Source: an optimization exercise on an open RTL-to-GDS flow (aim: small area). Production flows keep margins and buffers that such runs may drop. No functional check of the RTL was part of any run shown here.

## flow/design.v (module list and top-level ports; edited modules follow where they fit)
// module fpm_pre: 22 lines
// module fpm_mul: 1237 lines
// module fpm_fa: 6 lines
// module fpm_ha: 6 lines
// module fpm_bsel: 5 lines
// module fpm_clr: 6 lines
// module fpm_round: 28 lines
// module fp_mult: 39 lines
module fp_mult (clk, reset, a, b, res);
  // ...
==> flow/flow/run.sh <==
#!/bin/bash
# Layout flow: the standard ORFS flow (standard synthesis unchanged) with
#  - plain buf_1 cells as the port buffers global placement inserts (every
#    input and output port still gets its own buffer);
#  - clock tree built from clkbuf_8 (clkbuf_16 at the root), without the
#    dummy loads CTS otherwise adds for balancing.
set -euo pipefail
export BUFFER_PORTS_ARGS="-buffer_cell sky130_fd_sc_hd__buf_1"
export CTS_ARGS="-sink_clustering_enable -repair_clock_nets -buf_list sky130_fd_sc_hd__clkbuf_8 -root_buf sky130_fd_sc_hd__clkbuf_16 -dont_use_dummy_load"
bash standard.sh > standard_flow.log 2>&1
==> flow/standard.sh <==
#!/bin/bash
# synth_recipe.tcl (not shown) runs the flow's synth.tcl, then flattens the netlist and writes it again
# the make line also repeats each setting of config.mk as NAME=value (left out here)
make -C /OpenROAD-flow-scripts/flow DESIGN_CONFIG=/design/flow/config.mk WORK_HOME=/design/flow/orfs CLKGATE_MAP_FILE= SYNTH_SCRIPT=/design/flow/synth_recipe.tcl "${@:-finish}"
==> flow/config.mk <==
export PLATFORM = sky130hd
export DESIGN_NAME = fp_mult
export DESIGN_NICKNAME = fp_mult
export VERILOG_FILES = /design/flow/design.v
export SDC_FILE = /design/flow/constraint.sdc
export NUM_CORES = 4
export LEC_CHECK = 0
export CAP_MARGIN = 0
export CORE_MARGIN = 2
export CORE_UTILIZATION = 60
export CTS_BUF_LIST = sky130_fd_sc_hd__clkbuf_8
export SLEW_MARGIN = 0
export SYNTH_HIERARCHICAL = 1
export SYNTH_MINIMUM_KEEP_SIZE = 0
==> flow/constraint.sdc <==
create_clock -name core_clock -period 8.0 [get_ports {clk}]
set_input_delay 1.6000 -clock core_clock [delete_from_list [all_inputs] [get_ports {clk}]]
set_output_delay 1.6000 -clock core_clock [all_outputs]
set_load 0.01 [all_outputs]
==> summary.txt, run 1 <==
Drt
  – DRC violation count after routing: 0
  – Detailed-route wire length: 50,200 µm
  – Highest metal layer with signal wires: met4
  – Post-DRT Antenna Nets: 0

Layout
  – Registers with the highest flip-flop counts: r3 (32), res (32), ph2 (25)
  – Proportion of cell area occupied by multi-input gates: 73.4%
  – Biggest cell category by area in the final layout: multi-input combinational cells
  – Area added between synthesis and finish: 5.32%
  – Sequential share of cell area: 17.1%
  – Number of signal-net inverters in the final layout: 30
  – Number of fill cells in the layout: 2,369
  – Clock buffers and inverters, area share: 1.34%

Place
  – Placed insts: 1,972
  – Placed instance area: 18,000 µm²

Setup path
  – Reg2reg path depth: 23
  – Crit Path Class: flop to flop
  – Beginning of the worst register-to-register path: mb1[1]
  – Cell with the largest stage delay on the worst path: sky130_fd_sc_hd__fa_1
  – CP cell instances: buf_4 > nor3b_1 > a21oi_2 > o22ai_1 > fa_1 > fa_1 > fa_1 > fa_1 > fa_1 > fa_1 > fa_1 > ha_1 > fa_1 > a41o_1 > a41o_1 > a31o_2 > a31oi_1 > o21ai_0 > fa_1 > nor4b_1 > nand4_1 > a21oi_1 > nand4_1
  – Largest delay contributor family on the critical path: adder cells

Timing
  – Transition time of the tightest slew-check pin: 1220 ps
  – Setup repair after global routing missed its margin: no
  – Final worst path period share: 92.7%

Outcome
  – Result of the run: timing/DRC/antenna clean

Floorplanning
  – Vertical die dimension: 174 µm
  – Standard-cell row count: 62
  – Starting Density: 60.7%

Synth
  – Number of instances in the synthesized netlist: 1,544
  – Cell types occupying the most area after synthesis: sky130_fd_sc_hd__fa_1 (35%), sky130_fd_sc_hd__dfxtp_1 (18%), sky130_fd_sc_hd__xnor2_1 (15%), sky130_fd_sc_hd__o22ai_1 (11%), sky130_fd_sc_hd__ha_1 (7.1%)
  – Simple-gate share of the synthesized area: 4.85%
  – Synth Cell Area: 17,400 µm²

Global route
  – Wire length of the first global-routing pass: 77,800 µm
  – Pin count of the biggest net entering global routing: 33
==> module fp_mult, before the edit <==
module fp_mult (clk, reset, a, b, res);
  input clk;
  input reset;
  input [31:0] a;
  input [31:0] b;
  output reg [31:0] res;
  wire [7:0] xe0;
  wire [23:0] ma0, mb0;
  fpm_pre pre (.a(a), .b(b), .xe(xe0), .ma(ma0), .mb(mb0));
  reg s1;
  reg [7:0] xe1;
  reg [23:0] ma1, mb1;
  always @(posedge clk) begin
    s1 <= a[31] ^ b[31];
    xe1 <= xe0;
    ma1 <= ma0;
    mb1 <= mb0;
  end
  wire [24:0] ph1;
  wire g1;
  fpm_mul mul (.ma(ma1), .mb(mb1), .ph(ph1), .g(g1));
  reg s2;
  reg [7:0] xe2;
  reg [24:0] ph2;
  reg g2;
  always @(posedge clk) begin
    s2 <= s1;
    xe2 <= xe1;
    ph2 <= ph1;
    g2 <= g1;
  end
  wire [30:0] r2;
  fpm_round rnd (.xe(xe2), .ph(ph2), .g(g2), .r(r2));
  reg [31:0] r3;
  always @(posedge clk) r3 <= {s2, r2};
  wire [31:0] r3g;
  fpm_clr clr (.d(r3), .keep(reset), .q(r3g));
  always @(posedge clk) res <= r3g;
endmodule
==> run 2, diff against run 1 <==
--- a/flow/design.v
+++ b/flow/design.v
@@ -440,16 +440,26 @@
   wire n28 = ma[16] & mb[23];
   wire n29 = ma[17] & mb[23];
   wire n30 = ma[18] & mb[23];
   wire n31 = ma[19] & mb[23];
   wire n32 = ma[20] & mb[23];
   wire n33 = ma[21] & mb[23];
   wire n34 = ma[22] & mb[23];
   wire n35 = ma[23] & mb[23];
+  wire n36 = ~n16;
+  wire n37 = ~n18;
+  wire n38 = ~n20;
+  wire n39 = ~n22;
+  wire n40 = ~n24;
+  wire n41 = ~n26;
+  wire n42 = ~n28;
+  wire n43 = ~n30;
+  wire n44 = ~n32;
+  wire n45 = ~n34;
   wire hs1, hc1;
   fpm_ha ha1 (.a(neg0), .b(pp0[0]), .s(hs1), .co(hc1));
   wire hs2, hc2;
   fpm_ha ha2 (.a(pp0[1]), .b(hc1), .s(hs2), .co(hc2));
   wire fs1, fc1;
   fpm_fa fa1 (.a(neg1), .b(pp0[2]), .c(pp1[0]), .s(fs1), .co(fc1));
   wire hs3, hc3;
   fpm_ha ha3 (.a(fs1), .b(hc2), .s(hs3), .co(hc3));
@@ -743,41 +753,39 @@
   fpm_fa fa131 (.a(fc118), .b(fc119), .c(fs128), .s(fs131), .co(fc131));
   wire fs132, fc132;
   fpm_fa fa132 (.a(fs129), .b(fs130), .c(fc120), .s(fs132), .co(fc132));
   wire fs133, fc133;
   fpm_fa fa133 (.a(fc121), .b(fs131), .c(fc122), .s(fs133), .co(fc133));
   wire fs134, fc134;
   fpm_fa fa134 (.a(fs132), .b(fc123), .c(fs133), .s(fs134), .co(fc134));
   wire fs135, fc135;
-  fpm_fa fa135 (.a(1'b1), .b(n13), .c(n0), .s(fs135), .co(fc135));
+  fpm_fa fa135 (.a(n13), .b(neg0), .c(pp10[5]), .s(fs135), .co(fc135));
   wire fs136, fc136;
-  fpm_fa fa136 (.a(pp10[5]), .b(pp11[3]), .c(pp1[23]), .s(fs136), .co(fc136));
+  fpm_fa fa136 (.a(pp11[3]), .b(pp1[23]), .c(pp2[21]), .s(fs136), .co(fc136));
   wire fs137, fc137;
-  fpm_fa fa137 (.a(pp2[21]), .b(pp3[19]), .c(pp4[17]), .s(fs137), .co(fc137));
+  fpm_fa fa137 (.a(pp3[19]), .b(pp4[17]), .c(pp5[15]), .s(fs137), .co(fc137));
   wire fs138, fc138;
-  fpm_fa fa138 (.a(pp5[15]), .b(pp6[13]), .c(pp7[11]), .s(fs138), .co(fc138));
+  fpm_fa fa138 (.a(pp6[13]), .b(pp7[11]), .c(pp8[9]), .s(fs138), .co(fc138));
   wire fs139, fc139;
-  fpm_fa fa139 (.a(pp8[9]), .b(pp9[7]), .c(fs135), .s(fs139), .co(fc139));
+  fpm_fa fa139 (.a(pp9[7]), .b(fc124), .c(fc125), .s(fs139), .co(fc139));
   wire fs140, fc140;
-  fpm_fa fa140 (.a(fc124), .b(fc125), .c(fc126), .s(fs140), .co(fc140));
+  fpm_fa fa140 (.a(fc126), .b(fc127), .c(fs135), .s(fs140), .co(fc140));
   wire fs141, fc141;
-  fpm_fa fa141 (.a(fc127), .b(fs136), .c(fs137), .s(fs141), .co(fc141));
+  fpm_fa fa141 (.a(fs136), .b(fs137), .c(fs138), .s(fs141), .co(fc141));
   wire fs142, fc142;
-  fpm_fa fa142 (.a(fs138), .b(fc128), .c(fs139), .s(fs142), .co(fc142));
+  fpm_fa fa142 (.a(fc128), .b(fc129), .c(fc130), .s(fs142), .co(fc142));
   wire fs143, fc143;
-  fpm_fa fa143 (.a(fc129), .b(fc130), .c(fs140), .s(fs143), .co(fc143));
+  fpm_fa fa143 (.a(fs139), .b(fs140), .c(fs141), .s(fs143), .co(fc143));
   wire fs144, fc144;
-  fpm_fa fa144 (.a(fs141), .b(fc131), .c(fs142), .s(fs144), .co(fc144));
+  fpm_fa fa144 (.a(fc131), .b(fs142), .c(fc132), .s(fs144), .co(fc144));
   wire fs145, fc145;
-  fpm_fa fa145 (.a(fs143), .b(fc132), .c(fs144), .s(fs145), .co(fc145));
-  wire hs18, hc18;
-  fpm_ha ha18 (.a(fc133), .b(fs145), .s(hs18), .co(hc18));
+  fpm_fa fa145 (.a(fs143), .b(fc133), .c(fs144), .s(fs145), .co(fc145));
   wire fs146, fc146;
-  fpm_fa fa146 (.a(1'b1), .b(n14), .c(pp10[6]), .s(fs146), .co(fc146));
+  fpm_fa fa146 (.a(n14), .b(neg0), .c(pp10[6]), .s(fs146), .co(fc146));
   wire fs147, fc147;
   fpm_fa fa147 (.a(pp11[4]), .b(pp1[24]), .c(pp2[22]), .s(fs147), .co(fc147));
   wire fs148, fc148;
   fpm_fa fa148 (.a(pp3[20]), .b(pp4[18]), .c(pp5[16]), .s(fs148), .co(fc148));
   wire fs149, fc149;
   fpm_fa fa149 (.a(pp6[14]), .b(pp7[12]), .c(pp8[10]), .s(fs149), .co(fc149));
   wire fs150, fc150;
   fpm_fa fa150 (.a(pp9[8]), .b(fc135), .c(fc136), .s(fs150), .co(fc150));
@@ -788,291 +796,269 @@
   wire fs153, fc153;
   fpm_fa fa153 (.a(fc139), .b(fc140), .c(fc141), .s(fs153), .co(fc153));
   wire fs154, fc154;
   fpm_fa fa154 (.a(fs150), .b(fs151), .c(fs152), .s(fs154), .co(fc154));
   wire fs155, fc155;
   fpm_fa fa155 (.a(fc142), .b(fc143), .c(fs153), .s(fs155), .co(fc155));
   wire fs156, fc156;
   fpm_fa fa156 (.a(fs154), .b(fc144), .c(fs155), .s(fs156), .co(fc156));
-  wire hs19, hc19;
-  fpm_ha ha19 (.a(fc145), .b(fs156), .s(hs19), .co(hc19));
   wire fs157, fc157;
-  fpm_fa fa157 (.a(n15), .b(n1), .c(pp10[7]), .s(fs157), .co(fc157));
+  fpm_fa fa157 (.a(n15), .b(n0), .c(n1), .s(fs157), .co(fc157));
   wire fs158, fc158;
-  fpm_fa fa158 (.a(pp11[5]), .b(pp2[23]), .c(pp3[21]), .s(fs158), .co(fc158));
+  fpm_fa fa158 (.a(pp10[7]), .b(pp11[5]), .c(pp2[23]), .s(fs158), .co(fc158));
   wire fs159, fc159;
-  fpm_fa fa159 (.a(pp4[19]), .b(pp5[17]), .c(pp6[15]), .s(fs159), .co(fc159));
+  fpm_fa fa159 (.a(pp3[21]), .b(pp4[19]), .c(pp5[17]), .s(fs159), .co(fc159));
   wire fs160, fc160;
-  fpm_fa fa160 (.a(pp7[13]), .b(pp8[11]), .c(pp9[9]), .s(fs160), .co(fc160));
+  fpm_fa fa160 (.a(pp6[15]), .b(pp7[13]), .c(pp8[11]), .s(fs160), .co(fc160));
   wire fs161, fc161;
-  fpm_fa fa161 (.a(fc146), .b(fc147), .c(fc148), .s(fs161), .co(fc161));
+  fpm_fa fa161 (.a(pp9[9]), .b(fs157), .c(fc146), .s(fs161), .co(fc161));
   wire fs162, fc162;
-  fpm_fa fa162 (.a(fc149), .b(fs157), .c(fs158), .s(fs162), .co(fc162));
+  fpm_fa fa162 (.a(fc147), .b(fc148), .c(fc149), .s(fs162), .co(fc162));
   wire fs163, fc163;
-  fpm_fa fa163 (.a(fs159), .b(fs160), .c(fc150), .s(fs163), .co(fc163));
+  fpm_fa fa163 (.a(fs158), .b(fs159), .c(fs160), .s(fs163), .co(fc163));
   wire fs164, fc164;
-  fpm_fa fa164 (.a(fc151), .b(fc152), .c(fs161), .s(fs164), .co(fc164));
+  fpm_fa fa164 (.a(fc150), .b(fc151), .c(fc152), .s(fs164), .co(fc164));
   wire fs165, fc165;
-  fpm_fa fa165 (.a(fs162), .b(fc153), .c(fs163), .s(fs165), .co(fc165));
+  fpm_fa fa165 (.a(fs161), .b(fs162), .c(fs163), .s(fs165), .co(fc165));
   wire fs166, fc166;
-  fpm_fa fa166 (.a(fc154), .b(fs164), .c(fc155), .s(fs166), .co(fc166));
+  fpm_fa fa166 (.a(fc153), .b(fc154), .c(fs164), .s(fs166), .co(fc166));
   wire fs167, fc167;
-  fpm_fa fa167 (.a(fs165), .b(fc156), .c(fs166), .s(fs167), .co(fc167));
+  fpm_fa fa167 (.a(fs165), .b(fc155), .c(fs166), .s(fs167), .co(fc167));
   wire fs168, fc168;
-  fpm_fa fa168 (.a(1'b1), .b(n16), .c(pp10[8]), .s(fs168), .co(fc168));
+  fpm_fa fa168 (.a(n36), .b(pp10[8]), .c(pp11[6]), .s(fs168), .co(fc168));
   wire fs169, fc169;
-  fpm_fa fa169 (.a(pp11[6]), .b(pp2[24]), .c(pp3[22]), .s(fs169), .co(fc169));
+  fpm_fa fa169 (.a(pp2[24]), .b(pp3[22]), .c(pp4[20]), .s(fs169), .co(fc169));
   wire fs170, fc170;
-  fpm_fa fa170 (.a(pp4[20]), .b(pp5[18]), .c(pp6[16]), .s(fs170), .co(fc170));
+  fpm_fa fa170 (.a(pp5[18]), .b(pp6[16]), .c(pp7[14]), .s(fs170), .co(fc170));
   wire fs171, fc171;
-  fpm_fa fa171 (.a(pp7[14]), .b(pp8[12]), .c(pp9[10]), .s(fs171), .co(fc171));
+  fpm_fa fa171 (.a(pp8[12]), .b(pp9[10]), .c(fc157), .s(fs171), .co(fc171));
   wire fs172, fc172;
-  fpm_fa fa172 (.a(fc157), .b(fc158), .c(fc159), .s(fs172), .co(fc172));
+  fpm_fa fa172 (.a(fc158), .b(fc159), .c(fc160), .s(fs172), .co(fc172));
   wire fs173, fc173;
-  fpm_fa fa173 (.a(fc160), .b(fs168), .c(fs169), .s(fs173), .co(fc173));
+  fpm_fa fa173 (.a(fs168), .b(fs169), .c(fs170), .s(fs173), .co(fc173));
   wire fs174, fc174;
-  fpm_fa fa174 (.a(fs170), .b(fs171), .c(fc161), .s(fs174), .co(fc174));
+  fpm_fa fa174 (.a(fs171), .b(fc161), .c(fc162), .s(fs174), .co(fc174));
   wire fs175, fc175;
-  fpm_fa fa175 (.a(fc162), .b(fs172), .c(fs173), .s(fs175), .co(fc175));
+  fpm_fa fa175 (.a(fc163), .b(fs172), .c(fs173), .s(fs175), .co(fc175));
   wire fs176, fc176;
-  fpm_fa fa176 (.a(fc163), .b(fc164), .c(fs174), .s(fs176), .co(fc176));
+  fpm_fa fa176 (.a(fc164), .b(fs174), .c(fc165), .s(fs176), .co(fc176));
   wire fs177, fc177;
-  fpm_fa fa177 (.a(fs175), .b(fc165), .c(fs176), .s(fs177), .co(fc177));
-  wire hs20, hc20;
-  fpm_ha ha20 (.a(fc166), .b(fs177), .s(hs20), .co(hc20));
+  fpm_fa fa177 (.a(fs175), .b(fc166), .c(fs176), .s(fs177), .co(fc177));
   wire fs178, fc178;
-  fpm_fa fa178 (.a(n17), .b(n2), .c(pp10[9]), .s(fs178), .co(fc178));
+  fpm_fa fa178 (.a(n16), .b(n17), .c(n2), .s(fs178), .co(fc178));
   wire fs179, fc179;
-  fpm_fa fa179 (.a(pp11[7]), .b(pp3[23]), .c(pp4[21]), .s(fs179), .co(fc179));
+  fpm_fa fa179 (.a(pp10[9]), .b(pp11[7]), .c(pp3[23]), .s(fs179), .co(fc179));
   wire fs180, fc180;
-  fpm_fa fa180 (.a(pp5[19]), .b(pp6[17]), .c(pp7[15]), .s(fs180), .co(fc180));
+  fpm_fa fa180 (.a(pp4[21]), .b(pp5[19]), .c(pp6[17]), .s(fs180), .co(fc180));
   wire fs181, fc181;
-  fpm_fa fa181 (.a(pp8[13]), .b(pp9[11]), .c(fc168), .s(fs181), .co(fc181));
+  fpm_fa fa181 (.a(pp7[15]), .b(pp8[13]), .c(pp9[11]), .s(fs181), .co(fc181));
   wire fs182, fc182;
-  fpm_fa fa182 (.a(fc169), .b(fc170), .c(fc171), .s(fs182), .co(fc182));
+  fpm_fa fa182 (.a(fs178), .b(fc168), .c(fc169), .s(fs182), .co(fc182));
   wire fs183, fc183;
-  fpm_fa fa183 (.a(fs178), .b(fs179), .c(fs180), .s(fs183), .co(fc183));
+  fpm_fa fa183 (.a(fc170), .b(fc171), .c(fs179), .s(fs183), .co(fc183));
   wire fs184, fc184;
-  fpm_fa fa184 (.a(fc172), .b(fc173), .c(fs181), .s(fs184), .co(fc184));
+  fpm_fa fa184 (.a(fs180), .b(fs181), .c(fc172), .s(fs184), .co(fc184));
   wire fs185, fc185;
-  fpm_fa fa185 (.a(fs182), .b(fs183), .c(fc174), .s(fs185), .co(fc185));
+  fpm_fa fa185 (.a(fc173), .b(fs182), .c(fs183), .s(fs185), .co(fc185));
   wire fs186, fc186;
-  fpm_fa fa186 (.a(fc175), .b(fs184), .c(fc176), .s(fs186), .co(fc186));
+  fpm_fa fa186 (.a(fc174), .b(fs184), .c(fc175), .s(fs186), .co(fc186));
   wire fs187, fc187;
-  fpm_fa fa187 (.a(fs185), .b(fc177), .c(fs186), .s(fs187), .co(fc187));
+  fpm_fa fa187 (.a(fs185), .b(fc176), .c(fs186), .s(fs187), .co(fc187));
   wire fs188, fc188;
-  fpm_fa fa188 (.a(1'b1), .b(n18), .c(pp10[10]), .s(fs188), .co(fc188));
+  fpm_fa fa188 (.a(n37), .b(pp10[10]), .c(pp11[8]), .s(fs188), .co(fc188));
   wire fs189, fc189;
-  fpm_fa fa189 (.a(pp11[8]), .b(pp3[24]), .c(pp4[22]), .s(fs189), .co(fc189));
+  fpm_fa fa189 (.a(pp3[24]), .b(pp4[22]), .c(pp5[20]), .s(fs189), .co(fc189));
   wire fs190, fc190;
-  fpm_fa fa190 (.a(pp5[20]), .b(pp6[18]), .c(pp7[16]), .s(fs190), .co(fc190));
+  fpm_fa fa190 (.a(pp6[18]), .b(pp7[16]), .c(pp8[14]), .s(fs190), .co(fc190));
   wire fs191, fc191;
-  fpm_fa fa191 (.a(pp8[14]), .b(pp9[12]), .c(fc178), .s(fs191), .co(fc191));
+  fpm_fa fa191 (.a(pp9[12]), .b(fc178), .c(fc179), .s(fs191), .co(fc191));
   wire fs192, fc192;
-  fpm_fa fa192 (.a(fc179), .b(fc180), .c(fs188), .s(fs192), .co(fc192));
+  fpm_fa fa192 (.a(fc180), .b(fc181), .c(fs188), .s(fs192), .co(fc192));
   wire fs193, fc193;
-  fpm_fa fa193 (.a(fs189), .b(fs190), .c(fc181), .s(fs193), .co(fc193));
+  fpm_fa fa193 (.a(fs189), .b(fs190), .c(fc182), .s(fs193), .co(fc193));
   wire fs194, fc194;
-  fpm_fa fa194 (.a(fc182), .b(fc183), .c(fs191), .s(fs194), .co(fc194));
+  fpm_fa fa194 (.a(fc183), .b(fs191), .c(fs192), .s(fs194), .co(fc194));
   wire fs195, fc195;
-  fpm_fa fa195 (.a(fs192), .b(fc184), .c(fs193), .s(fs195), .co(fc195));
+  fpm_fa fa195 (.a(fc184), .b(fs193), .c(fc185), .s(fs195), .co(fc195));
   wire fs196, fc196;
-  fpm_fa fa196 (.a(fs194), .b(fc185), .c(fs195), .s(fs196), .co(fc196));
-  wire hs21, hc21;
-  fpm_ha ha21 (.a(fc186), .b(fs196), .s(hs21), .co(hc21));
+  fpm_fa fa196 (.a(fs194), .b(fc186), .c(fs195), .s(fs196), .co(fc196));
   wire fs197, fc197;
-  fpm_fa fa197 (.a(n19), .b(n3), .c(pp10[11]), .s(fs197), .co(fc197));
+  fpm_fa fa197 (.a(n18), .b(n19), .c(n3), .s(fs197), .co(fc197));
   wire fs198, fc198;
-  fpm_fa fa198 (.a(pp11[9]), .b(pp4[23]), .c(pp5[21]), .s(fs198), .co(fc198));
+  fpm_fa fa198 (.a(pp10[11]), .b(pp11[9]), .c(pp4[23]), .s(fs198), .co(fc198));
   wire fs199, fc199;
-  fpm_fa fa199 (.a(pp6[19]), .b(pp7[17]), .c(pp8[15]), .s(fs199), .co(fc199));
+  fpm_fa fa199 (.a(pp5[21]), .b(pp6[19]), .c(pp7[17]), .s(fs199), .co(fc199));
   wire fs200, fc200;
-  fpm_fa fa200 (.a(pp9[13]), .b(fc188), .c(fc189), .s(fs200), .co(fc200));
+  fpm_fa fa200 (.a(pp8[15]), .b(pp9[13]), .c(fs197), .s(fs200), .co(fc200));
   wire fs201, fc201;
-  fpm_fa fa201 (.a(fc190), .b(fs197), .c(fs198), .s(fs201), .co(fc201));
+  fpm_fa fa201 (.a(fc188), .b(fc189), .c(fc190), .s(fs201), .co(fc201));
   wire fs202, fc202;
-  fpm_fa fa202 (.a(fs199), .b(fc191), .c(fc192), .s(fs202), .co(fc202));
+  fpm_fa fa202 (.a(fs198), .b(fs199), .c(fc191), .s(fs202), .co(fc202));
   wire fs203, fc203;
-  fpm_fa fa203 (.a(fs200), .b(fs201), .c(fc193), .s(fs203), .co(fc203));
+  fpm_fa fa203 (.a(fs200), .b(fc192), .c(fs201), .s(fs203), .co(fc203));
   wire fs204, fc204;
-  fpm_fa fa204 (.a(fc194), .b(fs202), .c(fc195), .s(fs204), .co(fc204));
+  fpm_fa fa204 (.a(fc193), .b(fs202), .c(fc194), .s(fs204), .co(fc204));
   wire fs205, fc205;
-  fpm_fa fa205 (.a(fs203), .b(fc196), .c(fs204), .s(fs205), .co(fc205));
+  fpm_fa fa205 (.a(fs203), .b(fc195), .c(fs204), .s(fs205), .co(fc205));
   wire fs206, fc206;
-  fpm_fa fa206 (.a(1'b1), .b(n20), .c(pp10[12]), .s(fs206), .co(fc206));
+  fpm_fa fa206 (.a(n38), .b(pp10[12]), .c(pp11[10]), .s(fs206), .co(fc206));
   wire fs207, fc207;
-  fpm_fa fa207 (.a(pp11[10]), .b(pp4[24]), .c(pp5[22]), .s(fs207), .co(fc207));
+  fpm_fa fa207 (.a(pp4[24]), .b(pp5[22]), .c(pp6[20]), .s(fs207), .co(fc207));
   wire fs208, fc208;
-  fpm_fa fa208 (.a(pp6[20]), .b(pp7[18]), .c(pp8[16]), .s(fs208), .co(fc208));
+  fpm_fa fa208 (.a(pp7[18]), .b(pp8[16]), .c(pp9[14]), .s(fs208), .co(fc208));
   wire fs209, fc209;
-  fpm_fa fa209 (.a(pp9[14]), .b(fc197), .c(fc198), .s(fs209), .co(fc209));
+  fpm_fa fa209 (.a(fc197), .b(fc198), .c(fc199), .s(fs209), .co(fc209));
   wire fs210, fc210;
-  fpm_fa fa210 (.a(fc199), .b(fs206), .c(fs207), .s(fs210), .co(fc210));
+  fpm_fa fa210 (.a(fs206), .b(fs207), .c(fs208), .s(fs210), .co(fc210));
   wire fs211, fc211;
-  fpm_fa fa211 (.a(fs208), .b(fc200), .c(fc201), .s(fs211), .co(fc211));
+  fpm_fa fa211 (.a(fc200), .b(fc201), .c(fs209), .s(fs211), .co(fc211));
   wire fs212, fc212;
-  fpm_fa fa212 (.a(fs209), .b(fs210), .c(fc202), .s(fs212), .co(fc212));
+  fpm_fa fa212 (.a(fs210), .b(fc202), .c(fc203), .s(fs212), .co(fc212));
   wire fs213, fc213;
-  fpm_fa fa213 (.a(fs211), .b(fc203), .c(fs212), .s(fs213), .co(fc213));
-  wire hs22, hc22;
-  fpm_ha ha22 (.a(fc204), .b(fs213), .s(hs22), .co(hc22));
+  fpm_fa fa213 (.a(fs211), .b(fc204), .c(fs212), .s(fs213), .co(fc213));
   wire fs214, fc214;
-  fpm_fa fa214 (.a(n21), .b(n4), .c(pp10[13]), .s(fs214), .co(fc214));
+  fpm_fa fa214 (.a(n20), .b(n21), .c(n4), .s(fs214), .co(fc214));
   wire fs215, fc215;
-  fpm_fa fa215 (.a(pp11[11]), .b(pp5[23]), .c(pp6[21]), .s(fs215), .co(fc215));
+  fpm_fa fa215 (.a(pp10[13]), .b(pp11[11]), .c(pp5[23]), .s(fs215), .co(fc215));
   wire fs216, fc216;
-  fpm_fa fa216 (.a(pp7[19]), .b(pp8[17]), .c(pp9[15]), .s(fs216), .co(fc216));
+  fpm_fa fa216 (.a(pp6[21]), .b(pp7[19]), .c(pp8[17]), .s(fs216), .co(fc216));
   wire fs217, fc217;
-  fpm_fa fa217 (.a(fc206), .b(fc207), .c(fc208), .s(fs217), .co(fc217));
+  fpm_fa fa217 (.a(pp9[15]), .b(fs214), .c(fc206), .s(fs217), .co(fc217));
   wire fs218, fc218;
-  fpm_fa fa218 (.a(fs214), .b(fs215), .c(fs216), .s(fs218), .co(fc218));
+  fpm_fa fa218 (.a(fc207), .b(fc208), .c(fs215), .s(fs218), .co(fc218));
   wire fs219, fc219;
-  fpm_fa fa219 (.a(fc209), .b(fc210), .c(fs217), .s(fs219), .co(fc219));
+  fpm_fa fa219 (.a(fs216), .b(fc209), .c(fc210), .s(fs219), .co(fc219));
   wire fs220, fc220;
-  fpm_fa fa220 (.a(fs218), .b(fc211), .c(fs219), .s(fs220), .co(fc220));
+  fpm_fa fa220 (.a(fs217), .b(fs218), .c(fc211), .s(fs220), .co(fc220));
   wire fs221, fc221;
-  fpm_fa fa221 (.a(fc212), .b(fs220), .c(fc213), .s(fs221), .co(fc221));
+  fpm_fa fa221 (.a(fs219), .b(fc212), .c(fs220), .s(fs221), .co(fc221));
   wire fs222, fc222;
-  fpm_fa fa222 (.a(1'b1), .b(n22), .c(pp10[14]), .s(fs222), .co(fc222));
+  fpm_fa fa222 (.a(n39), .b(pp10[14]), .c(pp11[12]), .s(fs222), .co(fc222));
   wire fs223, fc223;
-  fpm_fa fa223 (.a(pp11[12]), .b(pp5[24]), .c(pp6[22]), .s(fs223), .co(fc223));
+  fpm_fa fa223 (.a(pp5[24]), .b(pp6[22]), .c(pp7[20]), .s(fs223), .co(fc223));
   wire fs224, fc224;
-  fpm_fa fa224 (.a(pp7[20]), .b(pp8[18]), .c(pp9[16]), .s(fs224), .co(fc224));
+  fpm_fa fa224 (.a(pp8[18]), .b(pp9[16]), .c(fc214), .s(fs224), .co(fc224));
   wire fs225, fc225;
-  fpm_fa fa225 (.a(fc214), .b(fc215), .c(fc216), .s(fs225), .co(fc225));
+  fpm_fa fa225 (.a(fc215), .b(fc216), .c(fs222), .s(fs225), .co(fc225));
   wire fs226, fc226;
-  fpm_fa fa226 (.a(fs222), .b(fs223), .c(fs224), .s(fs226), .co(fc226));
+  fpm_fa fa226 (.a(fs223), .b(fs224), .c(fc217), .s(fs226), .co(fc226));
   wire fs227, fc227;
-  fpm_fa fa227 (.a(fc217), .b(fc218), .c(fs225), .s(fs227), .co(fc227));
+  fpm_fa fa227 (.a(fc218), .b(fs225), .c(fc219), .s(fs227), .co(fc227));
   wire fs228, fc228;
-  fpm_fa fa228 (.a(fs226), .b(fc219), .c(fs227), .s(fs228), .co(fc228));
-  wire hs23, hc23;
-  fpm_ha ha23 (.a(fc220), .b(fs228), .s(hs23), .co(hc23));
+  fpm_fa fa228 (.a(fs226), .b(fc220), .c(fs227), .s(fs228), .co(fc228));
   wire fs229, fc229;
-  fpm_fa fa229 (.a(n23), .b(n5), .c(pp10[15]), .s(fs229), .co(fc229));
+  fpm_fa fa229 (.a(n22), .b(n23), .c(n5), .s(fs229), .co(fc229));
   wire fs230, fc230;
-  fpm_fa fa230 (.a(pp11[13]), .b(pp6[23]), .c(pp7[21]), .s(fs230), .co(fc230));
+  fpm_fa fa230 (.a(pp10[15]), .b(pp11[13]), .c(pp6[23]), .s(fs230), .co(fc230));
   wire fs231, fc231;
-  fpm_fa fa231 (.a(pp8[19]), .b(pp9[17]), .c(fc222), .s(fs231), .co(fc231));
+  fpm_fa fa231 (.a(pp7[21]), .b(pp8[19]), .c(pp9[17]), .s(fs231), .co(fc231));
   wire fs232, fc232;
-  fpm_fa fa232 (.a(fc223), .b(fc224), .c(fs229), .s(fs232), .co(fc232));
+  fpm_fa fa232 (.a(fs229), .b(fc222), .c(fc223), .s(fs232), .co(fc232));
   wire fs233, fc233;
-  fpm_fa fa233 (.a(fs230), .b(fc225), .c(fc226), .s(fs233), .co(fc233));
+  fpm_fa fa233 (.a(fc224), .b(fs230), .c(fs231), .s(fs233), .co(fc233));
   wire fs234, fc234;
-  fpm_fa fa234 (.a(fs231), .b(fs232), .c(fc227), .s(fs234), .co(fc234));
+  fpm_fa fa234 (.a(fc225), .b(fs232), .c(fs233), .s(fs234), .co(fc234));
   wire fs235, fc235;
-  fpm_fa fa235 (.a(fs233), .b(fc228), .c(fs234), .s(fs235), .co(fc235));
+  fpm_fa fa235 (.a(fc226), .b(fs234), .c(fc227), .s(fs235), .co(fc235));
   wire fs236, fc236;
-  fpm_fa fa236 (.a(1'b1), .b(n24), .c(pp10[16]), .s(fs236), .co(fc236));
+  fpm_fa fa236 (.a(n40), .b(pp10[16]), .c(pp11[14]), .s(fs236), .co(fc236));
   wire fs237, fc237;
-  fpm_fa fa237 (.a(pp11[14]), .b(pp6[24]), .c(pp7[22]), .s(fs237), .co(fc237));
+  fpm_fa fa237 (.a(pp6[24]), .b(pp7[22]), .c(pp8[20]), .s(fs237), .co(fc237));
   wire fs238, fc238;
-  fpm_fa fa238 (.a(pp8[20]), .b(pp9[18]), .c(fc229), .s(fs238), .co(fc238));
+  fpm_fa fa238 (.a(pp9[18]), .b(fc229), .c(fc230), .s(fs238), .co(fc238));
   wire fs239, fc239;
-  fpm_fa fa239 (.a(fc230), .b(fs236), .c(fs237), .s(fs239), .co(fc239));
+  fpm_fa fa239 (.a(fc231), .b(fs236), .c(fs237), .s(fs239), .co(fc239));
   wire fs240, fc240;
-  fpm_fa fa240 (.a(fc231), .b(fc232), .c(fs238), .s(fs240), .co(fc240));
+  fpm_fa fa240 (.a(fc232), .b(fc233), .c(fs238), .s(fs240), .co(fc240));
   wire fs241, fc241;
-  fpm_fa fa241 (.a(fs239), .b(fc233), .c(fs240), .s(fs241), .co(fc241));
+  fpm_fa fa241 (.a(fs239), .b(fc234), .c(fs240), .s(fs241), .co(fc241));
   wire fs242, fc242;
-  fpm_fa fa242 (.a(fc234), .b(fs241), .c(fc235), .s(fs242), .co(fc242));
+  fpm_fa fa242 (.a(n24), .b(n25), .c(n6), .s(fs242), .co(fc242));
   wire fs243, fc243;
-  fpm_fa fa243 (.a(n25), .b(n6), .c(pp10[17]), .s(fs243), .co(fc243));
+  fpm_fa fa243 (.a(pp10[17]), .b(pp11[15]), .c(pp7[23]), .s(fs243), .co(fc243));
   wire fs244, fc244;
-  fpm_fa fa244 (.a(pp11[15]), .b(pp7[23]), .c(pp8[21]), .s(fs244), .co(fc244));
+  fpm_fa fa244 (.a(pp8[21]), .b(pp9[19]), .c(fs242), .s(fs244), .co(fc244));
   wire fs245, fc245;
-  fpm_fa fa245 (.a(pp9[19]), .b(fc236), .c(fc237), .s(fs245), .co(fc245));
+  fpm_fa fa245 (.a(fc236), .b(fc237), .c(fs243), .s(fs245), .co(fc245));
   wire fs246, fc246;
-  fpm_fa fa246 (.a(fs243), .b(fs244), .c(fc238), .s(fs246), .co(fc246));
+  fpm_fa fa246 (.a(fc238), .b(fs244), .c(fc239), .s(fs246), .co(fc246));
   wire fs247, fc247;
-  fpm_fa fa247 (.a(fc239), .b(fs245), .c(fc240), .s(fs247), .co(fc247));
+  fpm_fa fa247 (.a(fs245), .b(fc240), .c(fs246), .s(fs247), .co(fc247));
   wire fs248, fc248;
-  fpm_fa fa248 (.a(fs246), .b(fc241), .c(fs247), .s(fs248), .co(fc248));
+  fpm_fa fa248 (.a(n41), .b(pp10[18]), .c(pp11[16]), .s(fs248), .co(fc248));
   wire fs249, fc249;
-  fpm_fa fa249 (.a(1'b1), .b(n26), .c(pp10[18]), .s(fs249), .co(fc249));
+  fpm_fa fa249 (.a(pp7[24]), .b(pp8[22]), .c(pp9[20]), .s(fs249), .co(fc249));
   wire fs250, fc250;
-  fpm_fa fa250 (.a(pp11[16]), .b(pp7[24]), .c(pp8[22]), .s(fs250), .co(fc250));
+  fpm_fa fa250 (.a(fc242), .b(fc243), .c(fs248), .s(fs250), .co(fc250));
   wire fs251, fc251;
-  fpm_fa fa251 (.a(pp9[20]), .b(fc243), .c(fc244), .s(fs251), .co(fc251));
+  fpm_fa fa251 (.a(fs249), .b(fc244), .c(fc245), .s(fs251), .co(fc251));
   wire fs252, fc252;
-  fpm_fa fa252 (.a(fs249), .b(fs250), .c(fc245), .s(fs252), .co(fc252));
+  fpm_fa fa252 (.a(fs250), .b(fc246), .c(fs251), .s(fs252), .co(fc252));
   wire fs253, fc253;
-  fpm_fa fa253 (.a(fs251), .b(fc246), .c(fs252), .s(fs253), .co(fc253));
+  fpm_fa fa253 (.a(n26), .b(n27), .c(n7), .s(fs253), .co(fc253));
   wire fs254, fc254;
-  fpm_fa fa254 (.a(fc247), .b(fs253), .c(fc248), .s(fs254), .co(fc254));
+  fpm_fa fa254 (.a(pp10[19]), .b(pp11[17]), .c(pp8[23]), .s(fs254), .co(fc254));
   wire fs255, fc255;
-  fpm_fa fa255 (.a(n27), .b(n7), .c(pp10[19]), .s(fs255), .co(fc255));
+  fpm_fa fa255 (.a(pp9[21]), .b(fs253), .c(fc248), .s(fs255), .co(fc255));
   wire fs256, fc256;
-  fpm_fa fa256 (.a(pp11[17]), .b(pp8[23]), .c(pp9[21]), .s(fs256), .co(fc256));
+  fpm_fa fa256 (.a(fc249), .b(fs254), .c(fc250), .s(fs256), .co(fc256));
   wire fs257, fc257;
-  fpm_fa fa257 (.a(fc249), .b(fc250), .c(fs255), .s(fs257), .co(fc257));
+  fpm_fa fa257 (.a(fs255), .b(fc251), .c(fs256), .s(fs257), .co(fc257));
   wire fs258, fc258;
-  fpm_fa fa258 (.a(fs256), .b(fc251), .c(fs257), .s(fs258), .co(fc258));
+  fpm_fa fa258 (.a(n42), .b(pp10[20]), .c(pp11[18]), .s(fs258), .co(fc258));
   wire fs259, fc259;
-  fpm_fa fa259 (.a(fc252), .b(fs258), .c(fc253), .s(fs259), .co(fc259));
+  fpm_fa fa259 (.a(pp8[24]), .b(pp9[22]), .c(fc253), .s(fs259), .co(fc259));
   wire fs260, fc260;
-  fpm_fa fa260 (.a(1'b1), .b(n28), .c(pp10[20]), .s(fs260), .co(fc260));
+  fpm_fa fa260 (.a(fc254), .b(fs258), .c(fs259), .s(fs260), .co(fc260));
   wire fs261, fc261;
-  fpm_fa fa261 (.a(pp11[18]), .b(pp8[24]), .c(pp9[22]), .s(fs261), .co(fc261));
+  fpm_fa fa261 (.a(fc255), .b(fs260), .c(fc256), .s(fs261), .co(fc261));
   wire fs262, fc262;
-  fpm_fa fa262 (.a(fc255), .b(fc256), .c(fs260), .s(fs262), .co(fc262));
+  fpm_fa fa262 (.a(n28), .b(n29), .c(n8), .s(fs262), .co(fc262));
   wire fs263, fc263;
-  fpm_fa fa263 (.a(fs261), .b(fc257), .c(fs262), .s(fs263), .co(fc263));
+  fpm_fa fa263 (.a(pp10[21]), .b(pp11[19]), .c(pp9[23]), .s(fs263), .co(fc263));
   wire fs264, fc264;
-  fpm_fa fa264 (.a(fc258), .b(fs263), .c(fc259), .s(fs264), .co(fc264));
+  fpm_fa fa264 (.a(fs262), .b(fc258), .c(fc259), .s(fs264), .co(fc264));
   wire fs265, fc265;
-  fpm_fa fa265 (.a(n29), .b(n8), .c(pp10[21]), .s(fs265), .co(fc265));
+  fpm_fa fa265 (.a(fs263), .b(fc260), .c(fs264), .s(fs265), .co(fc265));
   wire fs266, fc266;
-  fpm_fa fa266 (.a(pp11[19]), .b(pp9[23]), .c(fc260), .s(fs266), .co(fc266));
+  fpm_fa fa266 (.a(n43), .b(pp10[22]), .c(pp11[20]), .s(fs266), .co(fc266));
   wire fs267, fc267;
-  fpm_fa fa267 (.a(fc261), .b(fs265), .c(fc262), .s(fs267), .co(fc267));
+  fpm_fa fa267 (.a(pp9[24]), .b(fc262), .c(fc263), .s(fs267), .co(fc267));
   wire fs268, fc268;
-  fpm_fa fa268 (.a(fs266), .b(fc263), .c(fs267), .s(fs268), .co(fc268));
+  fpm_fa fa268 (.a(fs266), .b(fc264), .c(fs267), .s(fs268), .co(fc268));
   wire fs269, fc269;
-  fpm_fa fa269 (.a(1'b1), .b(n30), .c(pp10[22]), .s(fs269), .co(fc269));
+  fpm_fa fa269 (.a(n30), .b(n31), .c(n9), .s(fs269), .co(fc269));
   wire fs270, fc270;
-  fpm_fa fa270 (.a(pp11[20]), .b(pp9[24]), .c(fc265), .s(fs270), .co(fc270));
+  fpm_fa fa270 (.a(pp10[23]), .b(pp11[21]), .c(fs269), .s(fs270), .co(fc270));
   wire fs271, fc271;
-  fpm_fa fa271 (.a(fs269), .b(fc266), .c(fs270), .s(fs271), .co(fc271));
+  fpm_fa fa271 (.a(fc266), .b(fc267), .c(fs270), .s(fs271), .co(fc271));
   wire fs272, fc272;
-  fpm_fa fa272 (.a(fc267), .b(fs271), .c(fc268), .s(fs272), .co(fc272));
+  fpm_fa fa272 (.a(n44), .b(pp10[24]), .c(pp11[22]), .s(fs272), .co(fc272));
   wire fs273, fc273;
-  fpm_fa fa273 (.a(n31), .b(n9), .c(pp10[23]), .s(fs273), .co(fc273));
+  fpm_fa fa273 (.a(fc269), .b(fs272), .c(fc270), .s(fs273), .co(fc273));
   wire fs274, fc274;
-  fpm_fa fa274 (.a(pp11[21]), .b(fc269), .c(fs273), .s(fs274), .co(fc274));
+  fpm_fa fa274 (.a(n32), .b(n33), .c(n10), .s(fs274), .co(fc274));
   wire fs275, fc275;
-  fpm_fa fa275 (.a(fc270), .b(fs274), .c(fc271), .s(fs275), .co(fc275));
+  fpm_fa fa275 (.a(pp11[23]), .b(fs274), .c(fc272), .s(fs275), .co(fc275));
   wire fs276, fc276;
-  fpm_fa fa276 (.a(1'b1), .b(n32), .c(pp10[24]), .s(fs276), .co(fc276));
+  fpm_fa fa276 (.a(n45), .b(pp11[24]), .c(fc274), .s(fs276), .co(fc276));
   wire fs277, fc277;
-  fpm_fa fa277 (.a(pp11[22]), .b(fc273), .c(fs276), .s(fs277), .co(fc277));
-  wire fs278, fc278;
-  fpm_fa fa278 (.a(fc274), .b(fs277), .c(fc275), .s(fs278), .co(fc278));
-  wire fs279, fc279;
-  fpm_fa fa279 (.a(n33), .b(n10), .c(pp11[23]), .s(fs279), .co(fc279));
-  wire fs280, fc280;
-  fpm_fa fa280 (.a(fc276), .b(fs279), .c(fc277), .s(fs280), .co(fc280));
-  wire fs281, fc281;
-  fpm_fa fa281 (.a(1'b1), .b(n34), .c(pp11[24]), .s(fs281), .co(fc281));
-  wire fs282, fc282;
-  fpm_fa fa282 (.a(fc279), .b(fs281), .c(fc280), .s(fs282), .co(fc282));
-  wire fs283, fc283;
-  fpm_fa fa283 (.a(n35), .b(n11), .c(fc281), .s(fs283), .co(fc283));
+  fpm_fa fa277 (.a(n34), .b(n35), .c(n11), .s(fs277), .co(fc277));
   wire [47:0] p;
   assign p[0] = hs1;
   assign p[1] = hs2;
   assign p[2] = hs3;
   assign p[3] = hs4;
   assign p[4] = hs5;
   assign p[5] = hs6;
   assign p[6] = hs7;
   assign p[7] = hs8;
-  wire [39:0] fx = {fc282, fs282, fc278, fs278, fc272, fs272, fc264, fs264, fc254, fs254, fc242, fs242, hc23, fc221, hc22, fc205, hc21, fc187, hc20, fc167, hc19, hc18, fc134, hc17, hc16, hc15, hc14, hc13, fc77, fs77, fc61, fs61, fc47, fs47, fs40, fc29, fs29, fs24, fc16, hc8};
-  wire [39:0] fy = {fs283, 1'b0, fs280, 1'b0, fs275, 1'b0, fs268, 1'b0, fs259, 1'b0, fs248, 1'b0, fs235, hs23, fs221, hs22, fs205, hs21, fs187, hs20, fs167, hs19, hs18, fs134, hs17, hs16, hs15, hs14, hs13, 1'b0, hs12, 1'b0, hs11, 1'b0, 1'b0, hs10, 1'b0, 1'b0, hs9, fs16};
+  wire [39:0] fx = {fc276, fc275, fc273, fc271, fc268, fc265, fc261, fc257, fc252, fc247, fc241, fc235, fc228, fc221, fc213, fc205, fc196, fc187, fc177, fc167, fc156, fc145, fc134, hc17, hc16, hc15, hc14, hc13, fc77, fs77, fc61, fs61, fc47, fs47, fs40, fc29, fs29, fs24, fc16, hc8};
+  wire [39:0] fy = {fs277, fs276, fs275, fs273, fs271, fs268, fs265, fs261, fs257, fs252, fs247, fs241, fs235, fs228, fs221, fs213, fs205, fs196, fs187, fs177, fs167, fs156, fs145, fs134, hs17, hs16, hs15, hs14, hs13, 1'b0, hs12, 1'b0, hs11, 1'b0, 1'b0, hs10, 1'b0, 1'b0, hs9, fs16};
   wire [39:0] fg = fx & fy;
   wire [39:0] fh = fx ^ fy;
   wire bg1 = fg[1] | (fh[1] & fg[0]);
   wire bp1 = fh[1] & fh[0];
   wire bg2 = fg[3] | (fh[3] & fg[2]);
   wire bp2 = fh[3] & fh[2];
   wire bg3 = fg[5] | (fh[5] & fg[4]);
   wire bp3 = fh[5] & fh[4];
@@ -1269,22 +1255,16 @@
   assign s = a ^ b;
   assign co = a & b;
 endmodule
 module fpm_bsel (y0, y1, one_n, two_n, pp);
   input y0, y1, one_n, two_n;
   output pp;
   assign pp = ~((one_n | y0) & (two_n | y1));
 endmodule
-module fpm_clr (d, keep, q);
-  input [31:0] d;
-  input keep;
-  output [31:0] q;
-  assign q = d & {32{keep}};
-endmodule
 module fpm_round (xe, ph, g, r);
   input [7:0] xe;
   input [24:0] ph;
   input g;
   output [30:0] r;
   wire t = ph[24];
   wire [22:0] n = t ? ph[23:1] : ph[22:0];
   wire [23:0] c;
@@ -1338,12 +1318,10 @@
     xe2 <= xe1;
     ph2 <= ph1;
     g2 <= g1;
   end
   wire [30:0] r2;
   fpm_round rnd (.xe(xe2), .ph(ph2), .g(g2), .r(r2));
   reg [31:0] r3;
   always @(posedge clk) r3 <= {s2, r2};
-  wire [31:0] r3g;
-  fpm_clr clr (.d(r3), .keep(reset), .q(r3g));
-  always @(posedge clk) res <= r3g;
+  always @(posedge clk) res <= reset ? r3 : 32'd0;
 endmodule
==> summary.txt, run 2 <==
Floorplanning
  – Core Footprint: 28,500 µm² (was 28,600 µm²)
  – Starting Density: 60.6% (was 60.7%)
  – Total die area: 30,200 µm² (was 30,300 µm²)
  – Vertical die dimension: 174 µm (about the same)
  – Boundary pin count: 98 (unchanged)
  – Die width: 174 µm (about the same)
  – Standard-cell row count: 62 (unchanged)

Synth
  – Synth Cell Area: 17,300 µm² (was 17,400 µm²)
  – Async set or reset register ratio after synthesis: 0% (unchanged)
  – Library cell occupying the most area in the post-synthesis netlist: sky130_fd_sc_hd__fa_1 (unchanged)
  – Sequential fraction of the synthesis area: 18.1% (was 18.0%)
  – Top cells by count, synth: sky130_fd_sc_hd__fa_1 (301), sky130_fd_sc_hd__o22ai_1 (300), sky130_fd_sc_hd__xnor2_1 (296) (was sky130_fd_sc_hd__fa_1 (301), sky130_fd_sc_hd__o22ai_1 (300), sky130_fd_sc_hd__xnor2_1 (295))
  – Fraction of post-synthesis cell area in the top cell type by area: 34.9% (was 34.7%)
  – Distinct cell type count after synthesis: 45 (was 46)
  – Yosys synthesis warning count: 7 (unchanged)
  – Mapped Avg Cell Area: 11.1 µm² (was 11.2 µm²)
  – Main synth FF type: sky130_fd_sc_hd__dfxtp_1 (unchanged)
  – Cell types occupying the most area after synthesis: sky130_fd_sc_hd__fa_1 (35%), sky130_fd_sc_hd__dfxtp_1 (18%), sky130_fd_sc_hd__xnor2_1 (15%), sky130_fd_sc_hd__o22ai_1 (11%), sky130_fd_sc_hd__ha_1 (6.7%) (was sky130_fd_sc_hd__fa_1 (35%), sky130_fd_sc_hd__dfxtp_1 (18%), sky130_fd_sc_hd__xnor2_1 (15%), sky130_fd_sc_hd__o22ai_1 (11%), sky130_fd_sc_hd__ha_1 (7.1%))
  – Flip-flop and latch count after synthesis: 156 (unchanged)
  – Number of instances in the synthesized netlist: 1,554 (was 1,544)
  – Most frequent cell after synthesis: sky130_fd_sc_hd__fa_1 (unchanged)
  – Number of enable-type register cells in the synthesized netlist: 0 (unchanged)

Clock tree
  – Max H-tree Level: 4 (unchanged)
  – Clock-pin slew on the worst setup and hold paths: 70 ps (was 100 ps)
  – Buffer cell driving the clock tree root: sky130_fd_sc_hd__clkbuf_16 (unchanged)
  – Clk latency of the worst-skew pair: 410 ps (was 400 ps)
  – Count of hold-fix buffers inserted at cts: 0 (unchanged)
  – Post-CTS setup buffer count: 0 (unchanged)
  – Clock tree from TritonCTS: built (unchanged)
  – Maximum root-to-sink buffer count: 2 (unchanged)
  – Cts bufs inserted: 17 (unchanged)
  – CTS Sinks: 156 (unchanged)
  – Resized cells post-CTS: 0 (unchanged)

Drt
  – Post-DRT Antenna Nets: 0 (unchanged)
  – Initial DRC count: 1,578 (was 1,457)
  – Via count: 12,700 (was 12,900)
  – Detailed-route wire length: 49,700 µm (was 50,200 µm)
  – Post-detailed-route wirelength per cell: 25.0 µm (was 25.2 µm)
  – DRC violation count after routing: 0 (unchanged)
  – Via density: 6.37 (was 6.46)
  – DRT Pass-1 Iters: 5 (was 6)

Setup path
  – Critical path arrival: 7870 ps (was 7700 ps)
  – Nature of the critical path endpoint: flop (unchanged)
  – Cell with the largest stage delay on the worst path: sky130_fd_sc_hd__fa_1 (unchanged)
  – Data required time at the worst endpoint: 8220 ps (was 8280 ps)
  – Maximum fanout along the worst path: 24 (was 29)
  – Crit Path Class: flop to flop (unchanged)
  – Stage delay of the slowest cell on the critical path: 480 ps (was 450 ps)
  – Reg2reg path depth: 24 (was 23)
  – Type of element launching the critical path: flop (unchanged)
  – CP cell instances: ha_1 > nor2b_2 > buf_6 > xnor2_1 > o22ai_1 > fa_1 > fa_1 > fa_1 > fa_1 > fa_1 > fa_1 > ha_1 > fa_1 > a41o_1 > a41o_2 > a211oi_1 > buf_4 > o31a_1 > o21ai_2 > a21oi_2 > o41a_1 > o41ai_2 > fa_1 > xnor2_1 (was buf_4 > nor3b_1 > a21oi_2 > o22ai_1 > fa_1 > fa_1 > fa_1 > fa_1 > fa_1 > fa_1 > fa_1 > ha_1 > fa_1 > a41o_1 > a41o_1 > a31o_2 > a31oi_1 > o21ai_0 > fa_1 > nor4b_1 > nand4_1 > a21oi_1 > nand4_1)
  – Most used cell, CP: sky130_fd_sc_hd__fa_1 (unchanged)

Timing
  – Final worst path period share: 95.7% (was 92.7%)
  – Final critical path time including I/O delays and setup: 7650 ps (was 7410 ps)
  – Max Clock Skew: 46.6 ps (was 34.4 ps)
  – Accumulated negative setup slack: 0 ps (unchanged)
  – Setup violation total in the final timing report: 0 (unchanged)
  – Setup repair after global routing missed its margin: no (unchanged)
  – Transition time of the tightest slew-check pin: 1060 ps (was 1220 ps)
  – Hold WS: 329 ps (was 321 ps)
  – Hold Violations, Final: 0 (unchanged)
  – Worst slew margin relative to its limit: 29.4% (was 18.4%)
  – Number of slew-limit violations in the final report: 0 (unchanged)
  – Fmax: 0.131 GHz (was 0.135 GHz)

Global route
  – Wire length of the first global-routing pass: 76,500 µm (was 77,800 µm)
  – Number of global-route vias before repair: 13,000 (was 13,200)
  – Total gr overflow: 0 (unchanged)
  – Antenna violations before repair: 0 (was 1)
  – Pin count of the biggest net entering global routing: 33 (unchanged)
  – Combined global-route utilization of all metal layers: 33.9% (was 34.2%)

Place
  – Count of input and output buffers: 97 (unchanged)
  – Final HPWL from detailed placement: 40,700 µm (was 39,800 µm)
  – Global placer's final weighted congestion: 1.07 (was 1.04)

Job
  – Number of max-capacitance violations reported: 0 (unchanged)

Layout
  – Most common cell after layout, fill and taps aside: sky130_fd_sc_hd__fa_1 (unchanged)
  – Area used by multi-input combinational logic: 13,300 µm² (was 13,400 µm²)
  – Proportion of layout cells with a drive suffix above 1: 11.4% (was 10.7%)
  – Most frequent cells in the layout: sky130_fd_sc_hd__fa_1 (301), sky130_fd_sc_hd__o22ai_1 (300), sky130_fd_sc_hd__xnor2_1 (296), sky130_fd_sc_hd__dfxtp_1 (155), sky130_fd_sc_hd__buf_1 (97) (was sky130_fd_sc_hd__fa_1 (301), sky130_fd_sc_hd__o22ai_1 (300), sky130_fd_sc_hd__xnor2_1 (295), sky130_fd_sc_hd__dfxtp_1 (156), sky130_fd_sc_hd__ha_1 (99))
  – Number of nets at the end of the flow: 2,064 (was 2,073)
  – Area added between synthesis and finish: 5.63% (was 5.32%)
  – Core occupancy in the finished layout: 64.0% (was 63.9%)
  – Footprint of the flip-flops and latches: 3120 µm² (about the same)
  – Number of fill cells in the layout: 2,438 (was 2,369)
  – Registers with the highest flip-flop counts: r3 (32), res (32), ph2 (25) (unchanged)

Hold path
  – Path class of the lowest-slack min-delay path: flop to flop (unchanged)
  – Count of cells along the worst hold path: 0 (unchanged)

Outcome
  – Result of the run: timing/DRC/antenna clean (unchanged)
[run 2: routing by layer]
layer	global-route usage, %	part of all wire [%]
met5	0	0
met4	10.9	2.9
met3	13.2	13
met2	48.2	42
met1	48.0	42
[run 2: layout make-up]
cell class / instances / share of cell area (%)
diodes: 1 / 0.0137
clock buffers: 17 / 1.34
inverters: 44 / 0.904
multi-input cells: 1209 / 72.6
flip-flops and latches: 156 / 17.1
well taps: 384 / 2.63
repair buffers: 177 / 5.44
[run 2: logic make-up after synthesis]
kind of cell,share of synthesized area (%)
AO/OA/AOI/OAI,12.7
XOR/XNOR,15.8
adder cells (fa/ha/maj),41.5
buffers and inverters,5.69
flip-flops,18.1
multiplexers,1.50
other,0.0217
AND/OR/NAND/NOR,4.68
[run 2: metrics by stage]
stage / cells / setup WS [ps] / area, µm²
2_1_floorplan: 1554 / 222 / 17300
3_3_place_gp: 1970 / 450 / 18000
3_5_place_dp: 1970 / 348 / 18000
4_1_cts: 1987 / 304 / 18300
6_report: 1988 / 347 / 18300
5_1_grt: 1987 / 12.6 / 18300
[run 2: per-module statistics from Yosys (local to each module, per instance)]
module / flip-flops and latches / cells / cell area (µm²)
fpm_mul: 0 / 627 / 4880
fp_mult: 156 / 192 / 3390
fpm_round: 0 / 49 / 462
fpm_pre: 0 / 55 / 399
fpm_fa: 0 / 1 / 20.0
fpm_ha: 0 / 1 / 12.5
fpm_bsel: 0 / 1 / 6.26
[run 2: critical path, delay by kind of cell (launching register included)]
| kind | cells | cell delay [ps] |
|---|---|---|
| xor+xnor | 2 | 560 |
| fa+ha+maj | 10 | 3840 |
| flops | 1 | 470 |
| simple gates | 1 | 180 |
| compound gates | 9 | 1950 |
| buf+inv | 2 | 490 |
[run 2: final timing paths]
| check | startpoint | end | slack [ps] |
|---|---|---|---|
| worst min register to register | xe1[5] | xe2[5] | 330 |
| worst max-delay path | mb1[1] | ph2[24] | 350 |
| worst min-delay path | xe1[5] | xe2[5] | 330 |
| worst max register to register | mb1[1] | ph2[24] | 350 |
==> run 3, diff against run 2 <==
--- a/flow/config.mk
+++ b/flow/config.mk
@@ -7,7 +7,7 @@
 export LEC_CHECK = 0
 export CAP_MARGIN = 0
 export CORE_MARGIN = 2
-export CORE_UTILIZATION = 60
+export CORE_UTILIZATION = 70
 export CTS_BUF_LIST = sky130_fd_sc_hd__clkbuf_8
 export SLEW_MARGIN = 0
 export SYNTH_HIERARCHICAL = 1
==> summary.txt, run 3 <==
Place
  – Global placer's final weighted congestion: 1.01 (was 1.07)
  – Worst slack, placed: 592 ps (was 348 ps)
  – Final HPWL from detailed placement: 38,200 µm (was 40,700 µm)
  – Count of input and output buffers: 97 (unchanged)

Floorplanning
  – Core Footprint: 24,300 µm² (was 28,500 µm²)
  – Starting Density: 71.1% (was 60.6%)
  – Boundary pin count: 98 (unchanged)
  – Vertical die dimension: 161 µm (was 174 µm)
  – Total die area: 26,000 µm² (was 30,200 µm²)
  – Standard-cell row count: 57 (was 62)
  – Die width: 161 µm (was 174 µm)

Synth
  – Yosys synthesis warning count: 7 (unchanged)
  – Library cell occupying the most area in the post-synthesis netlist: sky130_fd_sc_hd__fa_1 (unchanged)
  – Sequential fraction of the synthesis area: 18.1% (unchanged)
  – Fraction of post-synthesis cell area in the top cell type by area: 34.9% (unchanged)
  – Number of instances in the synthesized netlist: 1,554 (unchanged)
  – Main synth FF type: sky130_fd_sc_hd__dfxtp_1 (unchanged)
  – Synth Cell Area: 17,300 µm² (unchanged)
  – Cell types occupying the most area after synthesis: sky130_fd_sc_hd__fa_1 (35%), sky130_fd_sc_hd__dfxtp_1 (18%), sky130_fd_sc_hd__xnor2_1 (15%), sky130_fd_sc_hd__o22ai_1 (11%), sky130_fd_sc_hd__ha_1 (6.7%) (unchanged)
  – Distinct cell type count after synthesis: 45 (unchanged)
  – Flip-flop and latch count after synthesis: 156 (unchanged)
  – Most frequent cell after synthesis: sky130_fd_sc_hd__fa_1 (unchanged)
  – Async set or reset register ratio after synthesis: 0% (unchanged)
  – Mapped Avg Cell Area: 11.1 µm² (unchanged)
  – Top cells by count, synth: sky130_fd_sc_hd__fa_1 (301), sky130_fd_sc_hd__o22ai_1 (300), sky130_fd_sc_hd__xnor2_1 (296) (unchanged)
  – Number of enable-type register cells in the synthesized netlist: 0 (unchanged)

Timing
  – PnR worst setup slack: 497 ps (was 347 ps)
  – Max Clock Skew: 38.8 ps (was 46.6 ps)
  – Transition time of the tightest slew-check pin: 1090 ps (was 1060 ps)
  – Hold Violations, Final: 0 (unchanged)
  – Number of slew-limit violations in the final report: 0 (unchanged)
  – Worst slew margin relative to its limit: 27.3% (was 29.4%)
  – Accumulated negative setup slack: 0 ps (unchanged)
  – Final worst path period share: 93.8% (was 95.7%)
  – Setup repair after global routing missed its margin: no (unchanged)
  – Fmax: 0.133 GHz (was 0.131 GHz)
  – Setup violation total in the final timing report: 0 (unchanged)
  – Final critical path time including I/O delays and setup: 7500 ps (was 7650 ps)

Layout
  – Most frequent cells in the layout: sky130_fd_sc_hd__fa_1 (301), sky130_fd_sc_hd__o22ai_1 (300), sky130_fd_sc_hd__xnor2_1 (296), sky130_fd_sc_hd__dfxtp_1 (155), sky130_fd_sc_hd__buf_1 (97) (unchanged)
  – Most common cell after layout, fill and taps aside: sky130_fd_sc_hd__fa_1 (unchanged)
  – Number of nets at the end of the flow: 2,060 (was 2,064)
  – Registers with the highest flip-flop counts: r3 (32), res (32), ph2 (25) (unchanged)
  – Number of fill cells in the layout: 1,799 (was 2,438)
  – Proportion of layout cells with a drive suffix above 1: 11.1% (was 11.4%)
  – Antenna diode instance count: 0 (was 1)
  – Area added between synthesis and finish: 4.89% (was 5.63%)

Global route
  – Combined global-route utilization of all metal layers: 38.1% (was 33.9%)
  – Wire length of the first global-routing pass: 74,800 µm (was 76,500 µm)
  – Antenna violations before repair: 0 (unchanged)
  – Layer carrying the most global-route usage: met2 (unchanged)
  – Number of global-route vias before repair: 13,300 (was 13,000)
  – Pin count of the biggest net entering global routing: 33 (unchanged)
  – Global Route met3 Usage: 14.5% (was 13.2%)
  – Met1 Resource Use GR: 52.5% (was 48.0%)
  – Met2 GRT Util: 55.5% (was 48.2%)
  – Total gr overflow: 0 (unchanged)

Clock tree
  – Max H-tree Level: 4 (unchanged)
  – Clock tree from TritonCTS: built (unchanged)
  – Resized cells post-CTS: 0 (unchanged)
  – Clock-pin slew on the worst setup and hold paths: 100 ps (was 70 ps)
  – Buffer cell driving the clock tree root: sky130_fd_sc_hd__clkbuf_16 (unchanged)
  – Count of hold-fix buffers inserted at cts: 0 (unchanged)
  – CTS Sinks: 156 (unchanged)
  – Clk latency of the worst-skew pair: 390 ps (was 410 ps)
  – Post-CTS setup buffer count: 0 (unchanged)
  – Maximum root-to-sink buffer count: 2 (unchanged)
  – Cts bufs inserted: 17 (unchanged)

Drt
  – DRC violation count after routing: 0 (unchanged)
  – Post-DRT Antenna Nets: 0 (unchanged)
  – Post-detailed-route wirelength per cell: 24.9 µm (was 25.0 µm)
  – DRT Pass-1 Iters: 6 (was 5)
  – Via density: 6.72 (was 6.37)
  – Via count: 12,900 (was 12,700)
  – Detailed-route wire length: 47,900 µm (was 49,700 µm)
  – Initial DRC count: 1,431 (was 1,578)

Setup path
  – Type of element launching the critical path: flop (unchanged)
  – Data required time at the worst endpoint: 8260 ps (was 8220 ps)
  – Critical path arrival: 7760 ps (was 7870 ps)
  – Worst reg-to-reg setup slack: 500 ps (was 350 ps)
  – Maximum fanout along the worst path: 9 (was 24)
  – Crit Path Class: flop to flop (unchanged)
  – Nature of the critical path endpoint: flop (unchanged)

Job
  – Number of max-capacitance violations reported: 0 (unchanged)

Hold path
  – Path class of the lowest-slack min-delay path: flop to flop (unchanged)

Outcome
  – Result of the run: timing/DRC/antenna clean (unchanged)
[run 3: changes by cell type in the layout (fill, tap and decap cells not counted)]
cell                      previous run  this run
sky130_fd_sc_hd__a21oi_1             7         8
sky130_fd_sc_hd__a21oi_2            12        11
sky130_fd_sc_hd__buf_12              2         1
sky130_fd_sc_hd__buf_4              77        75
sky130_fd_sc_hd__buf_6               1         0
sky130_fd_sc_hd__diode_2             1         0
[run 3: path summary, 6_finish.rpt]
path | endpoint | depth (start not counted) | startpoint
worst max register to register | ph2[16] | 23 | mb1[3]
worst max-delay path | ph2[16] | 23 | mb1[3]
worst min-delay path | xe2[5] | 0 | xe1[5]
worst min register to register | xe2[5] | 0 | xe1[5]
[run 3: layer usage]
metal  wire [µm]  up-vias
met5          85        -
met4        1820        2
met2       20600      958
met1       18300     6343
li1            -     5458
met3        7190      153
[run 3: through the flow]
step	std cells	hold slack, ps	utilization, %	instance area (µm²)
6_report	1923	313	74.6	18100
5_1_grt	1923	318	74.6	18100
4_1_cts	1923	312	74.6	18100
3_5_place_dp	1906	313	73.6	17900
3_3_place_gp	1906	310	73.6	17900
2_1_floorplan	1554	310	-	17300
[run 3: worst max-delay path, cell delays in order, from the launching register on]
cell,delay [ps]
sky130_fd_sc_hd__dfxtp_1,540
sky130_fd_sc_hd__nor2b_2,530
sky130_fd_sc_hd__xnor2_1,210
sky130_fd_sc_hd__o22ai_1,150
sky130_fd_sc_hd__fa_1,410
sky130_fd_sc_hd__fa_1,390
sky130_fd_sc_hd__fa_1,400
sky130_fd_sc_hd__fa_1,400
sky130_fd_sc_hd__fa_1,400
sky130_fd_sc_hd__fa_1,390
sky130_fd_sc_hd__fa_1,450
sky130_fd_sc_hd__ha_1,200
sky130_fd_sc_hd__fa_1,410
sky130_fd_sc_hd__a41o_1,220
sky130_fd_sc_hd__a41o_2,300
sky130_fd_sc_hd__a211oi_1,230
sky130_fd_sc_hd__buf_4,180
sky130_fd_sc_hd__o31a_1,240
sky130_fd_sc_hd__o21ai_2,100
sky130_fd_sc_hd__a21oi_2,280
sky130_fd_sc_hd__nor2_1,120
sky130_fd_sc_hd__or2_2,320
sky130_fd_sc_hd__fa_1,370
sky130_fd_sc_hd__xor2_1,140
[run 3: kinds of logic (layout without fill, tap and decap cells)]
kind of cell    Yosys count  in the layout  synth area share, %
xor+xnor                312            312                 15.8
compound gates          348            348                 12.7
mux                      23             23                 1.50
flops                   156            156                 18.1
simple gates            132            132                 4.68
fa+ha+maj               393            393                 41.5
other cells               1              1               0.0217
buf+inv                 189            234                 5.69
[run 3: layout make-up]
| class | count | area [µm²] | share of cell area (%) |
|---|---|---|---|
| Sequential cell | 156 | 3120 | 17.2 |
| Clock buffer | 17 | 245 | 1.35 |
| Multi-Input combinational cell | 1209 | 13200 | 73.1 |
| Timing Repair Buffer | 173 | 947 | 5.22 |
| Tap cell | 324 | 405 | 2.24 |
| Inverter | 44 | 165 | 0.911 |
[run 3: Yosys stat by module (local to each module, per instance)]
module     area (µm²)  cells
fpm_mul          4880    627
fp_mult          3390    192
fpm_round         462     49
fpm_pre           399     55
fpm_fa           20.0      1
fpm_ha           12.5      1
fpm_bsel         6.26      1

afterwards: timing with drivers on the ports:
In the flow no input, the clock included, has a driving cell. The finished layouts below were timed again as built, in two steps.
Step 1 assumes that a clkbuf_16 drives the clock port and a buf_2 every other input.
Step 2 also shifts input and output timing later by t, the mid clock arrival at the registers, as if the neighbouring blocks saw the same clock.
Three values: ideal, step 1, step 2; two values: the first two.
run	shift t [ns]	setup slack, ns	worst setup path after step 2
run 1	0.441	0.588 / 0.588 / 0.588	register to register
run 2	0.444	0.347 / 0.347 / 0.347	register to register
run 3	0.415	0.497 / 0.497 / 0.497	register to register
After both steps every run listed still meets setup and hold.
